This design comes from an exercise in tuning for small area on the open sky130 flow, not from production work.
Only simulation tests tie the RTL to the original design; equivalence was not proved.
Power is estimated from default activity; no workload was simulated.

## flow/run.sh

```bash
#!/bin/bash
# Layout flow: the standard ORFS flow (standard.sh, unchanged synthesis),
# with two settings changed:
#  - clock tree synthesis without dummy load cells,
#  - the smallest buffer (buf_1) for the input and output port buffers.
# The whole make output goes to flow_standard.log in the work folder.
set -euo pipefail
export CTS_ARGS="-sink_clustering_enable -repair_clock_nets -dont_use_dummy_load -root_buf sky130_fd_sc_hd__clkbuf_4 -buf_list sky130_fd_sc_hd__clkbuf_2"
export BUFFER_PORTS_ARGS="-buffer_cell sky130_fd_sc_hd__buf_1"
bash standard.sh > flow_standard.log 2>&1
```

## standard.sh

```bash
#!/bin/bash
# synth_recipe.tcl (not shown) runs the flow's synth.tcl, then flattens the netlist and writes it again
# the make line also repeats each setting of config.mk as NAME=value (left out here)
make -C /OpenROAD-flow-scripts/flow DESIGN_CONFIG=/design/flow/config.mk WORK_HOME=/design/flow/orfs CLKGATE_MAP_FILE= SYNTH_SCRIPT=/design/flow/synth_recipe.tcl "${@:-finish}"
```

## config.mk

```make
export PLATFORM = sky130hd
export DESIGN_NAME = keypad_password_system
export DESIGN_NICKNAME = keypad_password_system
export VERILOG_FILES = /design/flow/design.v
export SDC_FILE = /design/flow/constraint.sdc
export NUM_CORES = 4
export LEC_CHECK = 0
export CAP_MARGIN = 20
export CORE_MARGIN = 2
export CORE_UTILIZATION = 55
export SLEW_MARGIN = 20
```

## constraint.sdc

```tcl
create_clock -name core_clock -period 10.0 [get_ports {clk}]
set_input_delay 2.0000 -clock core_clock [delete_from_list [all_inputs] [get_ports {clk}]]
set_output_delay 2.0000 -clock core_clock [all_outputs]
set_load 0.01 [all_outputs]
```

## design.v

```verilog
module hex_to_7seg (
    input  wire [3:0] hex_in,
    output wire [6:0] seg_out   
);
    localparam [15:0] T_A = 16'b0111000011111100;
    localparam [15:0] T_B = 16'b0101010111011111;
    localparam [15:0] T_C = 16'b0111011111101111;
    localparam [15:0] T_D = 16'b0111000011110000;
    localparam [15:0] T_E = 16'b0010111111010000;
    localparam [15:0] T_F = 16'b0110011011101010;
    localparam [15:0] T_G = 16'b1111000001110010;
    assign seg_out = {T_G[hex_in], T_F[hex_in], T_E[hex_in], T_D[hex_in],
                      T_C[hex_in], T_B[hex_in], T_A[hex_in]};
endmodule
module keypad_scanner (
    input  wire       clk,
    input  wire       reset,
    input  wire [3:0] rows,
    output wire [3:0] cols,
    output wire [3:0] key_pos,     
    output wire       key_apply    
);
    localparam [5:0] SCAN_END = 6'b000111;
    reg [5:0] scan_timer;
    reg [1:0] scan_index;
    wire scan_tick = (scan_timer == SCAN_END);
    always @(posedge clk or posedge reset) begin
        if (reset) begin
            scan_timer <= 6'd0;
            scan_index <= 2'd0;
        end else begin
            scan_timer <= scan_tick ? 6'd0 : {~scan_timer[4:0], ~(scan_timer[5] ^ scan_timer[4])};
            if (scan_tick)
                scan_index <= {scan_index[0], ~scan_index[1]};
        end
    end
    assign cols = {~(scan_index == 2'b10), ~(scan_index == 2'b11),
                   ~(scan_index == 2'b01), ~(scan_index == 2'b00)};
    reg [3:0] row_sync1, row_sync2;
    always @(posedge clk) begin
        row_sync1 <= rows;
        row_sync2 <= row_sync1;
    end
    reg row_changed;
    always @(posedge clk)
        row_changed <= reset ? (row_sync1 != 4'b1111) : (row_sync1 != row_sync2);
    reg [2:0] debounce_counter;
    reg       deb_valid;
    reg [1:0] deb_row;
    wire       one_low = (row_sync2 == 4'b1110) | (row_sync2 == 4'b1101) |
                         (row_sync2 == 4'b1011) | (row_sync2 == 4'b0111);
    wire [1:0] low_row = {~row_sync2[2] | ~row_sync2[3], ~row_sync2[1] | ~row_sync2[3]};
    localparam [2:0] DEB_DONE = 3'b110;
    wire deb_update = !row_changed && debounce_counter == DEB_DONE;
    always @(posedge clk or posedge reset) begin
        if (reset) begin
            debounce_counter <= 3'b000;
            deb_valid <= 1'b0;
        end else if (row_changed) begin
            debounce_counter <= 3'b000;
        end else begin
            case (debounce_counter)
                3'b000: debounce_counter <= 3'b001;
                3'b001: debounce_counter <= 3'b011;
                3'b011: debounce_counter <= 3'b111;
                default: debounce_counter <= DEB_DONE;
            endcase
            if (debounce_counter == DEB_DONE)
                deb_valid <= one_low;
        end
    end
    always @(posedge clk)
        if (deb_update)
            deb_row <= low_row;
    wire key_found = deb_valid & ~(scan_index == 2'b11 & deb_row == 2'b11);
    localparam [2:0] K_IDLE = 3'b000, K_DET = 3'b001, K_W1 = 3'b011, K_W2 = 3'b111,
                     K_W3 = 3'b110, K_W4 = 3'b101, K_W = 3'b010;
    reg [2:0] state;
    reg [3:0] detected_key;
    reg [11:0] release_timer;
    localparam [11:0] RELEASE_END = 12'b001110010011;   
    wire waiting = (state != K_IDLE) & (state != K_DET);
    always @(posedge clk or posedge reset) begin
        if (reset) begin
            state <= K_IDLE;
        end else begin
            case (state)
                K_IDLE: if (key_found) state <= K_DET;
                K_DET:  state <= K_W1;
                K_W1:   state <= K_W2;
                K_W2:   state <= K_W3;
                K_W3:   state <= K_W4;
                K_W4:   state <= K_W;
                K_W:    if (!key_found && release_timer == RELEASE_END) state <= K_IDLE;
                default: state <= K_IDLE;
            endcase
        end
    end
    always @(posedge clk) begin
        if (state == K_IDLE)
            detected_key <= {scan_index, deb_row};
        release_timer <= (waiting && !key_found) ?
            {~release_timer[10:0], ~(release_timer[11] ^ release_timer[0])} : 12'd0;
    end
    assign key_pos = detected_key;
    assign key_apply = (state == K_W4);
endmodule
module password_fsm (
    input  wire        clk,
    input  wire        reset,
    input  wire [3:0]  key_pos,
    input  wire        key_apply,
    output reg  [1:0]  state,
    output reg  [11:0] digits
);
    localparam S_IDLE     = 2'b00;
    localparam S_ENTERING = 2'b01;
    localparam S_SUCCESS  = 2'b10;
    localparam S_FAIL     = 2'b11;
    localparam [3:0] P_EMPTY = 4'b1111;   
    localparam [3:0] P_1 = 4'b0000, P_2 = 4'b0100, P_3 = 4'b1100, P_4 = 4'b0001;
    localparam [3:0] P_C = 4'b1010, P_E = 4'b0011;
    localparam [16:0] TIMER_END = {5'b11011, 12'b101011011011};
    wire is_digit = (key_pos[3:2] != 2'b10) & ~(key_pos[1:0] == 2'b11 & key_pos[3:2] != 2'b01);
    wire is_clear = (key_pos == P_C);
    wire is_enter = (key_pos == P_E);
    wire full = (digits[11:8] != P_EMPTY);
    wire pass = (digits == {P_1, P_2, P_3}) & (key_pos == P_4);
    reg [4:0] timer;
    wire in_result = state[1];
    wire timer_done = ({timer, digits} == TIMER_END);
    always @(posedge clk or posedge reset) begin
        if (reset) begin
            state <= S_IDLE;
        end else begin
            case (state)
                S_IDLE:
                    if (key_apply && is_digit) state <= S_ENTERING;
                S_ENTERING:
                    if (key_apply) begin
                        if (is_clear) state <= S_IDLE;
                        else if (is_enter) state <= S_FAIL;
                        else if (is_digit && full) state <= pass ? S_SUCCESS : S_FAIL;
                    end
                default:
                    if (timer_done) state <= S_IDLE;
            endcase
        end
    end
    wire load = key_apply & ((state == S_IDLE & is_digit) |
                             (state == S_ENTERING & (is_enter | (is_digit & full))));
    wire shift = in_result | (key_apply & state == S_ENTERING & is_digit);
    wire from_timer = in_result | (state[0] & (full | is_enter));
    always @(posedge clk) begin
        timer <= in_result ? {~digits[11:8], ~(timer[4] ^ digits[3])} : 5'd0;
        if (load | shift) begin
            digits[11:4] <= load ? {P_EMPTY, P_EMPTY} : digits[7:0];
            digits[3:0] <= from_timer ? timer[3:0] : key_pos;
        end
    end
endmodule
module seven_seg_driver (
    input  wire        clk,
    input  wire        reset,
    input  wire [1:0]  state,
    input  wire [11:0] digits,
    output wire [6:0]  seg_out,
    output wire [3:0]  digit_sel
);
    localparam [5:0] PRE_START = 6'b000110;
    localparam [5:0] PRE_END   = 6'b110001;
    reg [5:0] prescaler;
    reg [1:0] idx;
    reg       started;
    wire pre_end = (prescaler == PRE_END);
    always @(posedge clk or posedge reset) begin
        if (reset) begin
            prescaler <= PRE_START;
            idx <= 2'd0;
            started <= 1'b0;
        end else begin
            prescaler <= {prescaler[4:0], prescaler[5] ^ prescaler[4] ^ (prescaler[4:0] == 5'd0)};
            if (pre_end) begin
                started <= 1'b1;
                if (started) idx <= {idx[0], ~idx[1]};
            end
        end
    end
    wire show_digit = (state == 2'b01) & (idx != 2'b00);
    wire [3:0] nib = idx[1] ? (idx[0] ? digits[7:4] : digits[3:0]) : digits[11:8];
    wire [6:0] digit_seg;
    hex_to_7seg decoder_inst (.hex_in(nib), .seg_out(digit_seg));
    reg [6:0] char_seg;
    always @(*) begin
        case ({state, idx})
            4'b10_00: char_seg = 7'b1110011;   
            4'b10_01: char_seg = 7'b1110111;   
            4'b10_11: char_seg = 7'b1101101;   
            4'b10_10: char_seg = 7'b1101101;   
            4'b11_00: char_seg = 7'b1110001;   
            4'b11_01: char_seg = 7'b1110111;   
            4'b11_11: char_seg = 7'b0000110;   
            4'b11_10: char_seg = 7'b0111000;   
            default:  char_seg = 7'b1000000;   
        endcase
    end
    wire [6:0] seg = show_digit ? digit_seg : char_seg;
    assign seg_out = {seg[6] & ~(!started && prescaler[2]), seg[5:0]};
    assign digit_sel = {~(idx == 2'b00) | (!started && prescaler[1]),
                        ~(idx == 2'b01), ~(idx == 2'b11), ~(idx == 2'b10)};
endmodule
module keypad_password_system (
    input  wire       clk,
    input  wire       reset_n,
    input  wire [3:0] keypad_rows,
    output wire [3:0] keypad_cols,
    output wire [6:0] seg_out,
    output wire [3:0] digit_sel
);
    wire reset = ~reset_n;
    wire       key_apply;    
    wire [3:0] key_pos;      
    wire [1:0] fsm_state;
    wire [11:0] fsm_digits;
    keypad_scanner u_keypad (
        .clk(clk),
        .reset(reset),
        .rows(keypad_rows),
        .cols(keypad_cols),
        .key_pos(key_pos),
        .key_apply(key_apply)
    );
    password_fsm u_fsm (
        .clk(clk),
        .reset(reset),
        .key_pos(key_pos),
        .key_apply(key_apply),
        .state(fsm_state),
        .digits(fsm_digits)
    );
    seven_seg_driver u_display (
        .clk(clk),
        .reset(reset),
        .state(fsm_state),
        .digits(fsm_digits),
        .seg_out(seg_out),
        .digit_sel(digit_sel)
    );
endmodule
```

==> report_table.html <==
<table>
<tr><th>Metric</th><th>Value</th></tr>
<tr><th colspan="2">Run status</th></tr>
<tr><td>Status</td><td>timing/DRC/antenna clean</td></tr>
<tr><th colspan="2">Worst setup path</th></tr>
<tr><td>R2R Path End</td><td>u_fsm.state[0]</td></tr>
<tr><td>Critical path class</td><td>flop to output port</td></tr>
<tr><td>Critical Path Sink Type</td><td>output port</td></tr>
<tr><td>Reg2reg setup slack</td><td>around 7.9 ns</td></tr>
<tr><td>Required time reported for the critical path endpoint</td><td>8.00 ns</td></tr>
<tr><td>Crit start category</td><td>flop</td></tr>
<tr><td>Biggest fanout along the worst timing path</td><td>17</td></tr>
<tr><td>Critical R2R Launch</td><td>u_fsm.digits[8]</td></tr>
<tr><td>Signal arrival time at the worst endpoint</td><td>~2.8 ns</td></tr>
<tr><td>Register-to-Register Path Depth</td><td>5</td></tr>
<tr><th colspan="2">Power</th></tr>
<tr><td>Largest vdd supply drop</td><td>approximately 0.00012 V</td></tr>
<tr><td>Leakage power summed over all cells</td><td>between 1 and 1.5 nW</td></tr>
<tr><td>Power density of the placed cells</td><td>roughly 130 mW/mm^2</td></tr>
<tr><th colspan="2">Placement</th></tr>
<tr><td>Count of input and output buffers</td><td>20</td></tr>
<tr><td>GP Congestion</td><td>just over 0.8</td></tr>
<tr><td>Placed cells</td><td>~370</td></tr>
<tr><td>Placed inst area</td><td>around 0.0031 sq mm</td></tr>
<tr><td>Pre-CTS setup slack</td><td>between 5 and 6 ns</td></tr>
<tr><td>Detailed placement HPWL</td><td>about 3.6 mm</td></tr>
<tr><th colspan="2">Detailed routing</th></tr>
<tr><td>Antenna Violating Nets Remaining</td><td>0</td></tr>
<tr><td>Detailed Route WL</td><td>5.06 mm</td></tr>
<tr><td>Routed wire length per instance</td><td>around 13 um</td></tr>
<tr><td>Total DRC errors in the routed layout</td><td>0</td></tr>
<tr><td>Pre-antenna DRT Iters</td><td>4</td></tr>
<tr><td>Count of routing violations after the opening detailed-route iteration</td><td>between 80 and 90</td></tr>
<tr><td>Detail-routed via count per cell</td><td>~5.4</td></tr>
<tr><td>Via count of the routed design</td><td>slightly above 2000</td></tr>
<tr><th colspan="2">CTS</th></tr>
<tr><td>Skew-Pair Late Insertion Delay</td><td>~0.40 ns</td></tr>
<tr><td>Setup repair bufs after CTS</td><td>0</td></tr>
<tr><td>Clock Sink Count</td><td>70</td></tr>
<tr><td>Total of cells resized after clock tree synthesis</td><td>0</td></tr>
<tr><td>Clock input transition at the sequential cells of the worst setup and hold paths</td><td>roughly 0.090 ns</td></tr>
<tr><td>H-tree lvl count</td><td>3</td></tr>
<tr><td>Total CTS buffers</td><td>9</td></tr>
<tr><td>Clock Tree Buf Depth</td><td>2</td></tr>
<tr><td>CTS tree</td><td>done</td></tr>
<tr><td>Hold-fix buffers, CTS</td><td>0</td></tr>
<tr><td>Clock Root Buffer</td><td>clkbuf_4</td></tr>
<tr><th colspan="2">Logic synthesis</th></tr>
<tr><td>Post-synth cell types</td><td>between 40 and 50</td></tr>
<tr><td>Main combinational cell family by area after synthesis</td><td>simple AND/OR/NAND/NOR gates</td></tr>
<tr><td>Mapped Nets</td><td>between 200 and 300</td></tr>
<tr><td>Cell type with the highest aggregate area in the netlist</td><td>dfrtp_1</td></tr>
<tr><td>Share of cell area taken by muxes after synthesis</td><td>about 6%</td></tr>
<tr><td>Share of synthesized area occupied by flip-flops and latches</td><td>slightly below 60%</td></tr>
<tr><td>Average cell area after synthesis</td><td>10.5 sq um</td></tr>
<tr><td>Proportion of netlist area held by the largest area contributor</td><td>between 20 and 25%</td></tr>
<tr><td>Most used flip-flop cell after synthesis</td><td>dfxtp_1</td></tr>
<tr><td>Fraction of registers with async set/reset</td><td>a little under two fifths</td></tr>
<tr><td>Share of synthesized cell area in full adder, half adder and majority cells</td><td>approximately 2.1%</td></tr>
<tr><td>Number of standard cells after synthesis</td><td>284</td></tr>
<tr><td>Synth Area in Compound Gates</td><td>under 10%</td></tr>
<tr><td>Count of warnings emitted by yosys</td><td>3</td></tr>
<tr><td>FF+latch count, synth</td><td>70</td></tr>
<tr><td>Netlist area before placement</td><td>about 0.0030 sq mm</td></tr>
<tr><td>Number of enable flip-flop cells after synthesis</td><td>18</td></tr>
<tr><td>Simple-Gate Fraction of Synth Area</td><td>between 10% and 20%</td></tr>
<tr><td>Post-synthesis share of cell area spent on xor and xnor gates</td><td>under 10%</td></tr>
<tr><td>Top cells by area in the synthesized netlist</td><td>dfrtp_1, edfxtp_1, dfxtp_1</td></tr>
<tr><th colspan="2">Cells and area</th></tr>
<tr><td>Proportion of layout cells with a drive suffix above 1</td><td>a little under a tenth</td></tr>
<tr><td>FILL cells</td><td>approximately 450</td></tr>
<tr><td>Final standard cell area without fillers</td><td>0.00318 sq mm</td></tr>
<tr><td>Final Net Count</td><td>318</td></tr>
<tr><td>Inserted Diodes</td><td>0</td></tr>
<tr><td>Post-layout instance count excluding filler cells</td><td>around 380</td></tr>
<tr><td>Area overhead of the layout relative to synthesis</td><td>6.90%</td></tr>
<tr><th colspan="2">Timing</th></tr>
<tr><td>Final critical-path setup slack</td><td>between 5 and 6 ns</td></tr>
<tr><td>Clock tree skew after final layout</td><td>roughly 0.027 ns</td></tr>
<tr><td>Unrepaired setup endpoints after global routing</td><td>no</td></tr>
<tr><td>Final Setup Violations</td><td>0</td></tr>
<tr><td>Count of pins over their slew limit</td><td>0</td></tr>
<tr><td>Achievable frequency</td><td>about 0.21 GHz</td></tr>
<tr><td>Fin crit share</td><td>between 40% and 50%</td></tr>
<tr><td>Slew at the pin closest to its max-slew limit</td><td>around 0.9 ns</td></tr>
<tr><td>Period minus WS final</td><td>roughly 4.8 ns</td></tr>
<tr><td>Total negative setup slack</td><td>0 ns</td></tr>
<tr><td>Number of hold violations in the final report</td><td>0</td></tr>
<tr><td>Worst max-slew margin expressed relative to the limit</td><td>between 30% and 40%</td></tr>
<tr><th colspan="2">Global route</th></tr>
<tr><td>Antenna violations before repair</td><td>0</td></tr>
<tr><td>Remaining Overflow, GRT</td><td>0</td></tr>
<tr><td>Number of global-route vias before repair</td><td>roughly 2000</td></tr>
<tr><td>Maximum number of pins on one net before global-route repair</td><td>33</td></tr>
<tr><td>Tot GR Track Use</td><td>a little under a fifth</td></tr>
<tr><td>First-pass GRT wire length</td><td>slightly below 9 mm</td></tr>
<tr><th colspan="2">Min path</th></tr>
<tr><td>Endpoint of the worst hold-timing path</td><td>u_display.prescaler[4]</td></tr>
<tr><td>Kind of path behind the tightest hold check</td><td>flop to flop</td></tr>
<tr><td>Worst Min Path Start</td><td>u_display.prescaler[3]</td></tr>
<tr><td>Worst hold path stage count</td><td>0</td></tr>
<tr><th colspan="2">Die</th></tr>
<tr><td>IO Pins</td><td>21</td></tr>
<tr><td>Horizontal extent of the die</td><td>about 78 um</td></tr>
<tr><td>Row Count</td><td>26</td></tr>
<tr><td>Effective utilization at floorplan</td><td>~57%</td></tr>
<tr><td>Die ar.</td><td>~0.006 sq mm</td></tr>
<tr><td>Height of the die</td><td>77.5 um</td></tr>
<tr><td>Core Area</td><td>roughly 0.0052 sq mm</td></tr>
<tr><th colspan="2">Flow run</th></tr>
<tr><td>Max-cap violations</td><td>0</td></tr>
</table>
==> worst max-delay path, cell delays in order, from the launching register on <==
cell and delay, ns:
dfrtp_1 0.68, mux2_2 0.39, mux2i_1 0.31, inv_1 0.14, ha_1 0.24, a221o_1 0.32
a21oi_1 0.15, buf_1 0.16
==> area by class of cell <==
type / count / area (sq um) / area share (%)
Sequential cell: 70 / 1710 / 53.9
Timing Repair Buffer: 22 / 90.1 / 2.83
Multi-Input combinational cell: 185 / 1150 / 36.1
Clock buffer: 9 / 67.6 / 2.13
Tap cell: 70 / 87.6 / 2.75
Inverter: 19 / 71.3 / 2.24
==> cells in the final DEF, fill, tap and decap left out, types with 3 or more instances in the layout <==
cell type  count
a21oi_1       15
mux2i_1        7
dfrtp_1       24
nand2b_1      12
o21ai_0       16
nor2b_1        3
ha_1           5
nor3_1         5
dfxtp_1       26
buf_1         20
mux2_2         8
nor3b_1        3
nand2_1       24
xnor2_1        3
nand4_1        5
o22ai_1        3
nand3_1        3
nor4_1         3
inv_1         19
xor2_1         4
edfxtp_1      18
clkbuf_4       9
nor2_1        36
==> Yosys cell counts, types with 2 or more instances <==
master,number
nor2_1,36
dfxtp_1,26
dfrtp_1,24
nand2_1,24
inv_1,19
edfxtp_1,18
o21ai_0,17
a21oi_1,15
nand2b_1,12
clkbuf_1,8
mux2_2,8
mux2i_1,7
ha_1,5
nand4_1,5
nor3_1,5
xor2_1,4
nand3_1,3
nor2b_1,3
nor3b_1,3
nor4_1,3
o22ai_1,3
xnor2_1,3
a22o_1,2
a31o_2,2
a31oi_1,2
buf_2,2
dfstp_2,2
nand3b_1,2
nand4b_1,2
nor4b_1,2
or2_2,2
==> per-stage QoR <==
step	hold slack [ns]	utilization, %	power, mW
2_1_floorplan	0.351	-	0.305
3_3_place_gp	0.361	60.2	0.309
3_5_place_dp	0.362	60.2	0.309
4_1_cts	0.361	61.5	0.430
5_1_grt	0.372	61.5	0.443
6_report	0.364	61.5	0.423
==> report_power, final <==
part | total [mW] | switching, mW | internal [mW] | leakage, nW
clock network | 0.120 | 0.0786 | 0.0418 | 0.0414
registers | 0.295 | 0.00248 | 0.293 | 0.711
logic | 0.00748 | 0.00429 | 0.00320 | 0.576
==> how the worst max path moves through the flow <==
| stage | startpoint | endpoint | slack [ns] | cells after the start |
|---|---|---|---|---|
| after CTS | u_display.idx[0] | seg_out[2] | 5.18 | 7 |
| after floorplan | u_display.idx[0] | seg_out[2] | 6.06 | 7 |
| after global routing | u_display.idx[0] | seg_out[0] | 4.99 | 8 |
| after detailed placement | u_display.idx[0] | seg_out[2] | 5.64 | 7 |
| final | u_display.idx[0] | seg_out[2] | 5.22 | 7 |
| after global placement | u_display.idx[0] | seg_out[2] | 5.71 | 7 |
==> cell families after synthesis <==
family,count (synthesis)
AOI/OAI and AO/OA,49
xor gates and xnor gates,7
adders and majority gates,5
buffers and inverters,29
DFF,70
muxes,16
and+or+nand+nor,108
==> per-layer routing <==
metal	part of all wire, %	GRT usage [%]
met5	0	0
met4	1.8	6.79
met3	4.7	7.91
met2	49	31.0
met1	45	21.8
==> state kept, by name (all words and copies together) (netlist names), 3 cells and up <==
| name | flops |
|---|---|
| u_fsm.digits | 12 |
| u_keypad.row_sync2 | 4 |
| u_keypad.scan_timer | 6 |
| u_keypad.row_sync1 | 4 |
| u_keypad.state | 3 |
| u_fsm.timer | 5 |
| u_display.prescaler | 6 |
| u_keypad.detected_key | 4 |
| u_keypad.release_timer | 12 |
| u_keypad.debounce_counter | 3 |

## re-timing with driven ports
The results above use ideal ports. As a check the final layout listed here was re-extracted and re-timed, cells and wires unchanged. Step 1 sets driving cells, clkbuf_16 on the clock port and buf_2 on the other inputs (assumed; they add their load-dependent delay and slew). Step 2 moves the port delays by t, midway between the first and last clock arrival at a register: inputs arrive t later, outputs are due t later. That takes back most of the time a late clock gives input paths. a / b / c = no drivers / after step 1 / after step 2; a / b = the first two.
shift t [ns]: 0.406
slack for setup (ns): 5.219 / 5.195 / 5.602
slew at the worst register clock pin (ns): 0.11 / 0.11
After both steps this run still meets setup and hold. For this run, drivers alone change the setup slack by -0.024 ns; drivers and shift together by +0.383 ns.
